This is an optimization exercise on Yosys and OpenROAD, whose aim is small area and a short achievable clock period, not a production implementation.
At most, simulation tests tie the RTL to the original design; equivalence was not proved.
The clock input has no modelled driver; a real chip could not lean on it and would need a root buffer or a full tree.
Power is estimated from default activity; no workload was simulated.

==> flow/design.v <==
module SPI (clk,rst_n,MOSI,MISO,SS_n,rx_data,rx_valid,tx_data,tx_valid);
input MOSI,SS_n,clk,rst_n;
output reg rx_valid;
output reg [9:0] rx_data;
input [7:0] tx_data;
input tx_valid;
output reg MISO;
reg chk, act, sh;
reg is_ra, is_rd;
reg rd_address_first;
reg [3:0] cnt;
wire send = act & is_rd & ~sh & tx_valid & ~cnt[3];
wire last_bit = cnt == 4'd9;
always @(posedge clk,negedge rst_n)
begin
    if(!rst_n) begin
        chk <= 1'b0;
        act <= 1'b0;
        sh <= 1'b0;
        rx_valid <= 1'b0;
        rd_address_first <= 1'b0;
        MISO <= 1'b0;
    end else begin
        chk <= ~SS_n & ~chk & ~act;
        act <= ~SS_n & (chk | act);
        sh <= ~SS_n & (chk | (sh & ~last_bit));
        rx_valid <= act & ~sh;
        if(act & is_ra)
            rd_address_first <= 1'b1;
        else if(act & is_rd)
            rd_address_first <= 1'b0;
        if(send)
            MISO <= tx_data[~cnt[2:0]];
    end
end
always @(posedge clk)
begin
    if(chk) begin
        is_ra <= MOSI & ~rd_address_first;
        is_rd <= MOSI & rd_address_first;
    end
    if(!act || (sh && last_bit))
        cnt <= 4'd0;
    else if(sh || send)
        cnt <= cnt + 4'd1;
    if(sh)
        rx_data <= {rx_data[8:0],MOSI};
end
endmodule
module RAM_pr2(clk,rst_n,din,rx_valid,dout,tx_valid);
input [9:0] din;
input rx_valid,clk,rst_n;
output [7:0] dout;
output reg tx_valid;
reg [5:0] hi_oh;
reg [3:0] lo_oh;
reg [1:0] part;
reg [1:0] a10;
reg is21;
reg [7:0] cw;
reg valid;
reg [1:0] p3;         
reg [1:0] p4;         
reg match_r;
reg [3:0] lo_wb;      
reg [7:0] rd_r;
reg rd_ok;
wire ld_addr = rx_valid & ~din[8];
wire wr = rx_valid & ~din[9] & din[8];
wire [5:0] h = din[7:2];
reg [2:0] d_hi;
reg [1:0] d_lo, d_part;
reg d_is21;
always @(*) begin
    d_is21 = 1'b0;
    if (h[1:0] != 2'd3) begin
        d_hi = {1'b0, h[5:4]}; d_lo = h[3:2]; d_part = h[1:0];
    end else if (h[3:2] != 2'd3) begin
        d_hi = 3'd4; d_lo = h[5:4]; d_part = h[3:2];
    end else if (h[5:4] != 2'd3) begin
        d_hi = 3'd5; d_lo = 2'd0; d_part = h[5:4];
    end else begin
        d_hi = 3'd5; d_lo = 2'd1; d_part = 2'd0; d_is21 = 1'b1;
    end
end
wire [1:0] p4_nx = p4 + 2'd1;
wire [1:0] p3_nx = (p4 == 2'd3) ? ((p3 == 2'd2) ? 2'd0 : p3 + 2'd1) : p3;
wire match_old = (p4_nx == a10) & (is21 | (p3_nx == part));
wire match_new = (p4_nx == din[1:0]) & (d_is21 | (p3_nx == d_part));
wire match_nx = ld_addr ? match_new : match_old;
wire fetch = rd_ok & ~valid;
wire valid_nx = wr | (~ld_addr & (valid | fetch));
assign dout = cw;
always @(posedge clk,negedge rst_n) begin
    if(!rst_n)
        tx_valid<=0;
    else if(rx_valid)
        tx_valid<=din[9]&din[8];
end
integer k;
always @(posedge clk) begin
    p4 <= p4_nx;
    p3 <= p3_nx;
    if(ld_addr) begin
        for (k = 0; k < 6; k = k + 1)
            hi_oh[k] <= d_hi == k;
        for (k = 0; k < 4; k = k + 1)
            lo_oh[k] <= d_lo == k;
        part <= d_part;
        a10 <= din[1:0];
        is21 <= d_is21;
    end
    match_r <= match_nx;
    valid <= valid_nx;
    for (k = 0; k < 4; k = k + 1)
        lo_wb[k] <= lo_oh[k] & match_old & valid_nx;
    if(wr)
        cw <= din[7:0];
    else if(fetch)
        cw <= rd_r;
end
wire [7:0] last [0:21];
reg [7:0] rd;
integer g;
always @(*) begin
    rd = 8'd0;
    for (g = 0; g < 22; g = g + 1)
        rd = rd | ({8{hi_oh[g/4] & lo_oh[g%4]}} & last[g]);
end
always @(posedge clk) begin
    rd_r <= rd;
    rd_ok <= match_r & ~ld_addr;
end
genvar l;
generate
for (l = 0; l < 22; l = l + 1) begin : g_loop
    localparam N = (l == 21) ? 4 : 12;
    reg [8*N-1:0] w;
    wire sel = hi_oh[l/4] & lo_wb[l%4];
    assign last[l] = w[8*N-8 +: 8];
    always @(posedge clk)
        w <= {w[8*N-9:0], sel ? cw : w[8*N-8 +: 8]};
end
endgenerate
endmodule
module Master(SS_n,MOSI,MISO,clk,rst_n);
input MOSI,SS_n,clk,rst_n;
 output MISO;
 wire rx_valid;
wire [9:0] rx_data;
wire [7:0] tx_data;
wire tx_valid;
 SPI   s1 (clk,rst_n,MOSI,MISO,SS_n,rx_data,rx_valid,tx_data,tx_valid);
RAM_pr2  R1(clk,rst_n,rx_data,rx_valid,tx_data,tx_valid);
endmodule
clock: 3.7 ns
lec_check: 0
cap_margin: 20
core_margin: 2
core_utilization: 60
cts_cluster_diameter: 100
cts_cluster_size: 30
place_density: 0.7
setup_slack_margin: 2.0
slew_margin: 20
standard.sh (not shown) runs the stock make flow with config.mk's settings and CLKGATE_MAP_FILE= SYNTH_SCRIPT=/design/flow/synth_recipe.tcl, a recipe that flattens the netlist after the stock synthesis.
==> flow/flow/run.sh <==
#!/bin/bash
# The standard layout, with the clock tree's top rebuilt after CTS
# (flow/post_cts.tcl, run by ORFS's POST_CTS_TCL hook). The ORFS run's
# output goes to standard_flow.log, its logs to orfs/logs.
set -euo pipefail
here=$(pwd)
export POST_CTS_TCL="$here/flow/post_cts.tcl"
bash standard.sh finish > "$here/standard_flow.log" 2>&1
Other scripts of this flow, unchanged in this note and not shown: flow/flow/post_cts.tcl, flow/flow/retree.tcl
Rerun with:
--- a/flow/design.v
+++ b/flow/design.v
@@ -50,21 +50,20 @@
 module RAM_pr2(clk,rst_n,din,rx_valid,dout,tx_valid);
 input [9:0] din;
 input rx_valid,clk,rst_n;
 output [7:0] dout;
 output reg tx_valid;
-reg [5:0] hi_oh;
-reg [3:0] lo_oh;
+reg [21:0] rs;
 reg [1:0] part;
 reg [1:0] a10;
 reg is21;
 reg [7:0] cw;
 reg valid;
 reg [1:0] p3;         
 reg [1:0] p4;         
 reg match_r;
-reg [3:0] lo_wb;      
+reg wbe;              
 reg [7:0] rd_r;
 reg rd_ok;
 wire ld_addr = rx_valid & ~din[8];
 wire wr = rx_valid & ~din[9] & din[8];
 wire [5:0] h = din[7:2];
@@ -100,22 +99,19 @@
 integer k;
 always @(posedge clk) begin
     p4 <= p4_nx;
     p3 <= p3_nx;
     if(ld_addr) begin
-        for (k = 0; k < 6; k = k + 1)
-            hi_oh[k] <= d_hi == k;
-        for (k = 0; k < 4; k = k + 1)
-            lo_oh[k] <= d_lo == k;
+        for (k = 0; k < 22; k = k + 1)
+            rs[k] <= {d_hi, d_lo} == k;
         part <= d_part;
         a10 <= din[1:0];
         is21 <= d_is21;
     end
     match_r <= match_nx;
     valid <= valid_nx;
-    for (k = 0; k < 4; k = k + 1)
-        lo_wb[k] <= lo_oh[k] & match_old & valid_nx;
+    wbe <= match_old & valid_nx;
     if(wr)
         cw <= din[7:0];
     else if(fetch)
         cw <= rd_r;
 end
@@ -123,22 +119,22 @@
 reg [7:0] rd;
 integer g;
 always @(*) begin
     rd = 8'd0;
     for (g = 0; g < 22; g = g + 1)
-        rd = rd | ({8{hi_oh[g/4] & lo_oh[g%4]}} & last[g]);
+        rd = rd | ({8{rs[g]}} & last[g]);
 end
 always @(posedge clk) begin
     rd_r <= rd;
     rd_ok <= match_r & ~ld_addr;
 end
 genvar l;
 generate
 for (l = 0; l < 22; l = l + 1) begin : g_loop
     localparam N = (l == 21) ? 4 : 12;
     reg [8*N-1:0] w;
-    wire sel = hi_oh[l/4] & lo_wb[l%4];
+    wire sel = rs[l] & wbe;
     assign last[l] = w[8*N-8 +: 8];
     always @(posedge clk)
         w <= {w[8*N-9:0], sel ? cw : w[8*N-8 +: 8]};
 end
 endgenerate
=> Wire length goes up by 1.8%. Worst hold slack hardly moves. Core utilization barely changes. Clock skew goes down by 0.023 ns. Setup slack gets better by 0.084 ns.

* * *

## TR
Another version of the RTL of Master (not shown whole).
Size in the first run: ~5 I/O pins, roughly 47000 sq um of cells after synthesis.
==> module SPI, before the edit <==
module SPI (clk,rst_n,MOSI,MISO,SS_n,rx_data,rx_valid,tx_data,tx_valid);
input MOSI,SS_n,clk,rst_n;
output reg rx_valid;
output reg [9:0] rx_data;
input [7:0] tx_data;
input tx_valid;
output reg MISO;
reg chk, act, sh;
reg is_ra, is_rd;
reg rd_address_first;
reg [3:0] cnt;
wire send = act & is_rd & ~sh & tx_valid & ~cnt[3];
wire last_bit = cnt == 4'd9;
always @(posedge clk,negedge rst_n)
begin
    if(!rst_n) begin
        chk <= 1'b0;
        act <= 1'b0;
        sh <= 1'b0;
        rx_valid <= 1'b0;
        rd_address_first <= 1'b0;
        MISO <= 1'b0;
    end else begin
        chk <= ~SS_n & ~chk & ~act;
        act <= ~SS_n & (chk | act);
        sh <= ~SS_n & (chk | (sh & ~last_bit));
        rx_valid <= act & ~sh;
        if(act & is_ra)
            rd_address_first <= 1'b1;
        else if(act & is_rd)
            rd_address_first <= 1'b0;
        if(send)
            MISO <= tx_data[~cnt[2:0]];
    end
end
always @(posedge clk)
begin
    if(chk) begin
        is_ra <= MOSI & ~rd_address_first;
        is_rd <= MOSI & rd_address_first;
    end
    if(!act || (sh && last_bit))
        cnt <= 4'd0;
    else if(sh || send)
        cnt <= cnt + 4'd1;
    if(sh)
        rx_data <= {rx_data[8:0],MOSI};
end
endmodule
==> module RAM_pr2, before the edit <==
module RAM_pr2(clk,rst_n,din,rx_valid,dout,tx_valid);
input [9:0] din;
input rx_valid,clk,rst_n;
output [7:0] dout;
output reg tx_valid;
reg [5:0] hi_oh;
reg [1:0] lo;
reg [1:0] part;
reg [1:0] a10;
reg is21;
reg [7:0] cw;
reg valid;
reg [1:0] p3;         
reg [1:0] p4;         
reg match_r;
reg [3:0] lo_wb;      
reg [7:0] rd_r;
reg rd_ok;
wire ld_addr = rx_valid & ~din[8];
wire wr = rx_valid & ~din[9] & din[8];
wire [5:0] h = din[7:2];
reg [2:0] d_hi;
reg [1:0] d_lo, d_part;
reg d_is21;
always @(*) begin
    d_is21 = 1'b0;
    if (h[1:0] != 2'd3) begin
        d_hi = {1'b0, h[5:4]}; d_lo = h[3:2]; d_part = h[1:0];
    end else if (h[3:2] != 2'd3) begin
        d_hi = 3'd4; d_lo = h[5:4]; d_part = h[3:2];
    end else if (h[5:4] != 2'd3) begin
        d_hi = 3'd5; d_lo = 2'd0; d_part = h[5:4];
    end else begin
        d_hi = 3'd5; d_lo = 2'd1; d_part = 2'd0; d_is21 = 1'b1;
    end
end
wire [1:0] p4_nx = p4 + 2'd1;
wire [1:0] p3_nx = (p4 == 2'd3) ? ((p3 == 2'd2) ? 2'd0 : p3 + 2'd1) : p3;
wire match_old = (p4_nx == a10) & (is21 | (p3_nx == part));
wire match_new = (p4_nx == din[1:0]) & (d_is21 | (p3_nx == d_part));
wire match_nx = ld_addr ? match_new : match_old;
wire fetch = rd_ok & ~valid;
wire valid_nx = wr | (~ld_addr & (valid | fetch));
assign dout = cw;
always @(posedge clk,negedge rst_n) begin
    if(!rst_n)
        tx_valid<=0;
    else if(rx_valid)
        tx_valid<=din[9]&din[8];
end
integer k;
always @(posedge clk) begin
    p4 <= p4_nx;
    p3 <= p3_nx;
    if(ld_addr) begin
        for (k = 0; k < 6; k = k + 1)
            hi_oh[k] <= d_hi == k;
        lo <= d_lo;
        part <= d_part;
        a10 <= din[1:0];
        is21 <= d_is21;
    end
    match_r <= match_nx;
    valid <= valid_nx;
    for (k = 0; k < 4; k = k + 1)
        lo_wb[k] <= (lo == k) & match_old & valid_nx;
    if(wr)
        cw <= din[7:0];
    else if(fetch)
        cw <= rd_r;
end
wire [7:0] last [0:23];
assign last[22] = 8'd0;
assign last[23] = 8'd0;
reg [7:0] rd;
integer g;
always @(*) begin
    rd = 8'd0;
    for (g = 0; g < 6; g = g + 1)
        rd = rd | ({8{hi_oh[g]}} & last[{g[2:0],lo}]);
end
always @(posedge clk) begin
    rd_r <= rd;
    rd_ok <= match_r & ~ld_addr;
end
genvar l;
generate
for (l = 0; l < 22; l = l + 1) begin : g_loop
    localparam N = (l == 21) ? 4 : 12;
    reg [8*N-1:0] w;
    wire sel = hi_oh[l/4] & lo_wb[l%4];
    assign last[l] = w[8*N-8 +: 8];
    always @(posedge clk)
        w <= {w[8*N-9:0], sel ? cw : w[8*N-8 +: 8]};
end
endgenerate
endmodule
==> flow/config.mk <==
export PLATFORM = sky130hd
export DESIGN_NAME = Master
export DESIGN_NICKNAME = Master
export VERILOG_FILES = /design/flow/design.v
export SDC_FILE = /design/flow/constraint.sdc
export NUM_CORES = 4
export LEC_CHECK = 0
export CAP_MARGIN = 20
export CORE_MARGIN = 2
export CORE_UTILIZATION = 60
export CTS_CLUSTER_DIAMETER = 100
export CTS_CLUSTER_SIZE = 30
export PLACE_DENSITY = 0.7
export SETUP_SLACK_MARGIN = 2.0
export SLEW_MARGIN = 20
==> flow/constraint.sdc <==
create_clock -name core_clock -period 3.7 [get_ports {clk}]
set_input_delay 0.7400 -clock core_clock [delete_from_list [all_inputs] [get_ports {clk}]]
set_output_delay 0.7400 -clock core_clock [all_outputs]
set_load 0.01 [all_outputs]
run.sh (not shown) runs the stock make flow with config.mk's settings and CLKGATE_MAP_FILE= SYNTH_SCRIPT=/design/flow/synth_recipe.tcl, a recipe that flattens the netlist after the stock synthesis.
Stock flow here: none of the scripts above is used.
Setup changes, TR to MS
diff --git a/flow/design.v b/flow/design.v
--- a/flow/design.v
+++ b/flow/design.v
@@ -6,46 +6,50 @@
 input tx_valid;
 output reg MISO;
 reg chk, act, sh;
 reg is_ra, is_rd;
 reg rd_address_first;
 reg [3:0] cnt;
-wire send = act & is_rd & ~sh & tx_valid & ~cnt[3];
-wire last_bit = cnt == 4'd9;
+reg [3:0] count_3;
+wire send = act & is_rd & ~sh & tx_valid & ~count_3[3];
 always @(posedge clk,negedge rst_n)
 begin
     if(!rst_n) begin
         chk <= 1'b0;
         act <= 1'b0;
         sh <= 1'b0;
         rx_valid <= 1'b0;
         rd_address_first <= 1'b0;
         MISO <= 1'b0;
     end else begin
         chk <= ~SS_n & ~chk & ~act;
         act <= ~SS_n & (chk | act);
-        sh <= ~SS_n & (chk | (sh & ~last_bit));
+        sh <= ~SS_n & (chk | (sh & (cnt != 4'd9)));
         rx_valid <= act & ~sh;
         if(act & is_ra)
             rd_address_first <= 1'b1;
         else if(act & is_rd)
             rd_address_first <= 1'b0;
         if(send)
-            MISO <= tx_data[~cnt[2:0]];
+            MISO <= tx_data[~count_3[2:0]];
     end
 end
 always @(posedge clk)
 begin
     if(chk) begin
         is_ra <= MOSI & ~rd_address_first;
         is_rd <= MOSI & rd_address_first;
     end
-    if(!act || (sh && last_bit))
+    if(!act)
         cnt <= 4'd0;
-    else if(sh || send)
+    else if(sh)
         cnt <= cnt + 4'd1;
+    if(!act)
+        count_3 <= 4'd0;
+    else if(send)
+        count_3 <= count_3 + 4'd1;
     if(sh)
         rx_data <= {rx_data[8:0],MOSI};
 end
 endmodule
 module RAM_pr2(clk,rst_n,din,rx_valid,dout,tx_valid);
 input [9:0] din;
@@ -80,17 +84,19 @@
     end else if (h[5:4] != 2'd3) begin
         d_hi = 3'd5; d_lo = 2'd0; d_part = h[5:4];
     end else begin
         d_hi = 3'd5; d_lo = 2'd1; d_part = 2'd0; d_is21 = 1'b1;
     end
 end
+wire [1:0] lo_nx = ld_addr ? d_lo : lo;
+wire [1:0] part_nx = ld_addr ? d_part : part;
+wire [1:0] a10_nx = ld_addr ? din[1:0] : a10;
+wire is21_nx = ld_addr ? d_is21 : is21;
 wire [1:0] p4_nx = p4 + 2'd1;
 wire [1:0] p3_nx = (p4 == 2'd3) ? ((p3 == 2'd2) ? 2'd0 : p3 + 2'd1) : p3;
-wire match_old = (p4_nx == a10) & (is21 | (p3_nx == part));
-wire match_new = (p4_nx == din[1:0]) & (d_is21 | (p3_nx == d_part));
-wire match_nx = ld_addr ? match_new : match_old;
+wire match_nx = (p4_nx == a10_nx) & (is21_nx | (p3_nx == part_nx));
 wire fetch = rd_ok & ~valid;
 wire valid_nx = wr | (~ld_addr & (valid | fetch));
 assign dout = cw;
 always @(posedge clk,negedge rst_n) begin
     if(!rst_n)
         tx_valid<=0;
@@ -109,13 +115,13 @@
         a10 <= din[1:0];
         is21 <= d_is21;
     end
     match_r <= match_nx;
     valid <= valid_nx;
     for (k = 0; k < 4; k = k + 1)
-        lo_wb[k] <= (lo == k) & match_old & valid_nx;
+        lo_wb[k] <= (lo_nx == k) & match_nx & valid_nx;
     if(wr)
         cw <= din[7:0];
     else if(fetch)
         cw <= rd_r;
 end
 wire [7:0] last [0:23];
==> comparison <==
There was hardly any difference in pin slew with the least headroom to its limit between MS and TR. When the final numbers for MS and TR were put side by side, the wire length turned out to be smaller in MS. The design area of MS and that of TR are within noise of each other. MS and TR ended up with nearly the same flip-flop and latch count. | count of placed standard cells in the final layout, fillers left out | TR vs MS | ≈ equal |. Delta (MS minus TR): post-synthesis sequential area ratio +0.29 points; number of enable flip-flop cells after synthesis -21%. Changes observed in MS relative to TR: non-clock buffer count higher, power density over the cells +54 nW/um^2. Looking at area added between synthesis and finish, MS sits above TR. MS against TR: power up about 8%; number of standard cells after synthesis neither gained nor lost much. MS against TR: final critical-path required period decreased 50 ps; worst hold slack after final layout decreased 3.7 ps.
No functional check of the RTL was part of MS.

-- separate check: timing with driven ports --
The results above use ideal ports. As a check the final layouts listed here were re-extracted and re-timed, cells and wires unchanged. Step 1, drivers: a clkbuf_16 drives clk and a buf_2 each remaining input, both assumed. Step 2 moves the port delays by t, midway between the first and last clock arrival at a register: inputs arrive t later, outputs are due t later. That takes back most of the time a late clock gives input paths. Slacks: ideal / step 1 / step 2; pairs: ideal / step 1.
run	t, ns	slack for setup (ns)	hold WS [ns]	latest minus earliest clock arrival (ns)
the first run of note 1	0.635	1.809 / 1.803 / 1.809	0.307 / 0.307 / 0.307	0.052 / 0.053
the second run of note 1	0.627	1.892 / 1.756 / 2.022	0.306 / 0.306 / 0.306	0.040 / 0.039
TR	0.718	1.718 / 1.648 / 1.778	0.317 / 0.287 / 0.317	0.029 / 0.029
MS	0.711	1.769 / 1.701 / 1.800	0.313 / 0.313 / 0.313	0.030 / 0.030
After both steps every run listed still meets setup and hold.
